This is an optimization exercise on Yosys and OpenROAD, whose aim is small area, not a production implementation. The RTL was checked by simulation tests, not by an equivalence proof against the original design. Power and IR drop assume default switching activity.

north:
Design systolic, start of the top module:
module systolic #(parameter SIZE = 4) (
    input  logic                     clk, reset,
    input  logic [SIZE*8-1:0]        a_in,
    input  logic [SIZE*8-1:0]        b_in,
    input  logic [SIZE-1:0]          valid_a,
    input  logic [SIZE-1:0]          valid_b,
    output logic [SIZE*SIZE*32-1:0]  out
    );
Size in the first run: about 5700 cells after synthesis, about 590 I/O pins.
==> flow/config.mk <==
export PLATFORM = sky130hd
export DESIGN_NAME = systolic
export DESIGN_NICKNAME = systolic
export VERILOG_FILES = /design/flow/design.v
export SDC_FILE = /design/flow/constraint.sdc
export NUM_CORES = 4
export LEC_CHECK = 0
export ABC_AREA = 1
export CAP_MARGIN = 20
export CORE_MARGIN = 2
export CORE_UTILIZATION = 60
export SLEW_MARGIN = 20
export SYNTH_HIERARCHICAL = 1
export SYNTH_MINIMUM_KEEP_SIZE = 0
==> flow/constraint.sdc <==
create_clock -name core_clock -period 8.0 [get_ports {clk}]
set_input_delay 1.6000 -clock core_clock [delete_from_list [all_inputs] [get_ports {clk}]]
set_output_delay 1.6000 -clock core_clock [all_outputs]
set_load 0.01 [all_outputs]
standard.sh (not shown) runs the stock make flow with config.mk's settings and CLKGATE_MAP_FILE= SYNTH_SCRIPT=/design/flow/synth_recipe.tcl, a recipe that flattens the netlist after the stock synthesis.
==> flow/flow/run.sh <==
#!/bin/bash
# Standard layout (the standard.sh), with two changes:
# - the port buffers are the smallest buffer cell (buf_1);
# - clock tree synthesis builds larger sink clusters and inserts no dummy loads.
set -e
export BUFFER_PORTS_ARGS="-buffer_cell sky130_fd_sc_hd__buf_1"
export CTS_ARGS="-sink_clustering_enable -repair_clock_nets -dont_use_dummy_load -buf_list {sky130_fd_sc_hd__clkbuf_4 sky130_fd_sc_hd__clkbuf_8} -sink_clustering_size 14 -sink_clustering_max_diameter 80"
bash standard.sh > standard.log 2>&1
Modified inputs, south compared to north
- GPL_TIMING_DRIVEN now 0, previously not set
Results
south finished all stages; the layout is clean. south vs. north: time the final worst path needs with I/O delays and setup moved up, cell count moved up, largest net degree at the start of global routing moved down, share of cell area taken by flip-flops and latches level. Summary of south over north: post-CTS clock slew at the launch and capture registers of the worst setup and hold paths roughly the same; wire length per cell +2.3%; global-route usage picked up an extra 0.81 points; core utilization of the finished layout +0.24 points; total power did not really move. ~same part of the total power dissipated in combinational logic in south and north.
### south -> east
- GPL_TIMING_DRIVEN removed (was 0)
==> flow/flow/run.sh <==
#!/bin/bash
# Standard layout (the standard.sh), with two changes:
# - the port buffers are the smallest buffer cell (buf_1);
# - clock tree synthesis builds larger sink clusters and inserts no dummy loads.
set -e
export RECOVER_POWER=100
export BUFFER_PORTS_ARGS="-buffer_cell sky130_fd_sc_hd__buf_1"
export CTS_ARGS="-sink_clustering_enable -repair_clock_nets -dont_use_dummy_load -buf_list {sky130_fd_sc_hd__clkbuf_4 sky130_fd_sc_hd__clkbuf_8} -sink_clustering_size 14 -sink_clustering_max_diameter 80"
bash standard.sh > standard.log 2>&1
south finished end to end and its layout was clean on timing, DRC and antenna.
Complete run, failing final checks: east, reason capacitance limit, slew limit.
Compared with south, the detailed router inserted fewer vias in east.
Compared with south, in east clock latency on the worst-skew pair saw little to no change; post-layout worst setup margin saw an increase; data arrival time at the worst-slack endpoint saw a decrease; number of global-route vias before repair saw a decrease.
Relative to south, minimum clock period after layout has decreased by 60 ps in east.
Against south, east reports a transition time at the pin with the least slew margin that is higher.
The non-clock buffer count in east sits 6.8% below the value recorded for south.
When east is measured against south, its power share of the combinational group turns out 0.2 points lower.
Relative to south, post-route clock period utilization has decreased by 0.76 points in east.
The setup violation total in the final timing report of south and that of east are within noise of each other.

---

Another version of the RTL of systolic (not shown whole).
Size: about 590 I/O pins, ~0.055 sq mm of cells after synthesis.
clock: 8.0 ns
lec_check: 0
cap_margin: 20
core_margin: 2
core_utilization: 40
slew_margin: 20
synth_hierarchical: 1
synth_minimum_keep_size: 0
==> flow/flow/run.sh <==
#!/bin/bash
# Standard layout, with the port buffers made of the smallest buffer cell.
set -e
export BUFFER_PORTS_ARGS="-buffer_cell sky130_fd_sc_hd__buf_1"
bash standard.sh > standard.log 2>&1
Rerun with:
CORE_UTILIZATION = 55   (was 40)
CTS_BUF_LIST = sky130_fd_sc_hd__clkbuf_4 sky130_fd_sc_hd__clkbuf_8   (was not set)
Count of clock-buffer cells in the layout climbs by 82.
Setup slack got worse by 0.14 ns.
Sequential share of layout area climbs by 0.29 points.
Power drops by 3.4%.
Wire length drops by 6.3%.

---

systolic, a different RTL version from the one above (not shown whole).
Size in the first run: about 5700 cells after synthesis, ~590 I/O pins.
## systolic
module systolic #(parameter SIZE = 4) (
    input  logic                     clk, reset,
    input  logic [SIZE*8-1:0]        a_in,
    input  logic [SIZE*8-1:0]        b_in,
    input  logic [SIZE-1:0]          valid_a,
    input  logic [SIZE-1:0]          valid_b,
    output logic [SIZE*SIZE*32-1:0]  out
    );
Settings: LEC_CHECK=0, ABC_AREA=1, CAP_MARGIN=20, CORE_MARGIN=2, CORE_UTILIZATION=60, SLEW_MARGIN=20, SYNTH_HIERARCHICAL=1, SYNTH_MINIMUM_KEEP_SIZE=0; clock period 8.0 ns.
==> flow/flow/run.sh <==
#!/bin/bash
# Standard layout (the standard.sh), with two changes:
# - the port buffers are the smallest buffer cell (buf_1);
# - clock tree synthesis builds larger sink clusters and inserts no dummy loads.
set -e
export BUFFER_PORTS_ARGS="-buffer_cell sky130_fd_sc_hd__buf_1"
export CTS_ARGS="-sink_clustering_enable -repair_clock_nets -dont_use_dummy_load -buf_list {sky130_fd_sc_hd__clkbuf_8 sky130_fd_sc_hd__clkbuf_16} -sink_clustering_size 20 -sink_clustering_max_diameter 100"
bash standard.sh > standard.log 2>&1
Then changed:
==> flow/flow/run.sh (replaced) <==
#!/bin/bash
# Standard layout, with the port buffers made of the smallest buffer cell.
set -e
export BUFFER_PORTS_ARGS="-buffer_cell sky130_fd_sc_hd__buf_1"
bash standard.sh > standard.log 2>&1
Settings changed: CORE_UTILIZATION 60 to 55, CTS_BUF_LIST set to sky130_fd_sc_hd__clkbuf_4 sky130_fd_sc_hd__clkbuf_8.
Clock skew came out higher by 0.019 ns.
Synthesized cell count does not change.
Worst setup slack improved by 0.030 ns.
First-iteration DRC count came out lower by 18%.
Total power came out higher by about 27%.
Maximum frequency came out higher by about 0.4%.
Clock-buffer cell count came out higher by 172.
Cell count came out higher by 4.3%.
Then changed:
==> flow/flow/run.sh (replaced) <==
#!/bin/bash
# Standard layout (the standard.sh), with two changes:
# - the port buffers are the smallest buffer cell (buf_1);
# - clock tree synthesis builds larger sink clusters and inserts no dummy loads.
set -e
export BUFFER_PORTS_ARGS="-buffer_cell sky130_fd_sc_hd__buf_1"
export CTS_ARGS="-sink_clustering_enable -repair_clock_nets -dont_use_dummy_load -buf_list {sky130_fd_sc_hd__clkbuf_4 sky130_fd_sc_hd__clkbuf_8 sky130_fd_sc_hd__clkbuf_16} -sink_clustering_size 18 -sink_clustering_max_diameter 90"
bash standard.sh > standard.log 2>&1
Settings changed: CORE_UTILIZATION 55 to 60, CTS_BUF_LIST sky130_fd_sc_hd__clkbuf_4 sky130_fd_sc_hd__clkbuf_8 to not set.
=> Core utilization rose by 3.5 points. Area after synthesis stays the same. Total power fell by 20%. Final area fell by 3.5%.
Then changed:
==> flow/flow/run.sh (replaced) <==
#!/bin/bash
# Standard layout (the standard.sh), with two changes:
# - the port buffers are the smallest buffer cell (buf_1);
# - clock tree synthesis builds larger sink clusters and inserts no dummy loads.
set -e
export BUFFER_PORTS_ARGS="-buffer_cell sky130_fd_sc_hd__buf_1"
export CTS_ARGS="-sink_clustering_enable -repair_clock_nets -dont_use_dummy_load -buf_list {sky130_fd_sc_hd__clkbuf_4 sky130_fd_sc_hd__clkbuf_8} -sink_clustering_size 14 -sink_clustering_max_diameter 80"
bash standard.sh > standard.log 2>&1
Settings changed: CORE_UTILIZATION 60 to 70.
Core utilization went up by 10 points.
Fmax went down by about 0.5%.
Wire length went down by about 2.7%.
Setup slack degrades by 0.039 ns.
Then changed:
Settings changed: CORE_UTILIZATION 70 to 60.
Effect: Count of clock-buffer cells in the layout climbs by 2; non-clock buffer count climbs by 5; via count drops by 2.0%; total power climbs by 0.86%; synthesized cell count is unchanged; clock power climbs by about 2%.

-- what the ideal ports hide --
Ports are ideal in the flow. The routed layouts listed here were re-timed in OpenROAD. Step 1 sets driving cells, clkbuf_16 on the clock port and buf_2 on the other inputs (assumed; they add their load-dependent delay and slew). Step 2 moves the port delays by t, midway between the first and last clock arrival at a register: inputs arrive t later, outputs are due t later. That takes back most of the time a late clock gives input paths. a / b / c = no drivers / after step 1 / after step 2; a / b = the first two.
run	t (ns)	slack for setup (ns)	worst setup path at the end	worst register clock-pin slew, ns
north	0.838	0.351 / 0.351 / -0.184	input to register	0.10 / 0.10
south	0.829	0.278 / 0.278 / -0.347	input to register	0.11 / 0.11
east	0.839	0.339 / 0.326 / -0.513	input to register	0.10 / 0.10
the first run of note 2	0.745	0.661 / 0.661 / 0.026	input to register	0.06 / 0.06
the second run of note 2	0.887	0.521 / 0.521 / 0.025	input to register	0.07 / 0.07
the first run of note 3	0.669	0.297 / 0.297 / 0.193	input to register	0.09 / 0.09
the second run of note 3	0.894	0.327 / 0.327 / 0.209	input to register	0.07 / 0.07
the third run of note 3	0.705	0.307 / 0.307 / 0.206	input to register	0.09 / 0.09
the fourth run of note 3	0.770	0.268 / 0.268 / 0.234	input to register	0.11 / 0.11
the fifth run of note 3	0.806	0.299 / 0.299 / 0.151	input to register	0.11 / 0.11
For east, which loses most, drivers alone change the setup slack by -0.013 ns; drivers and shift together by -0.852 ns.
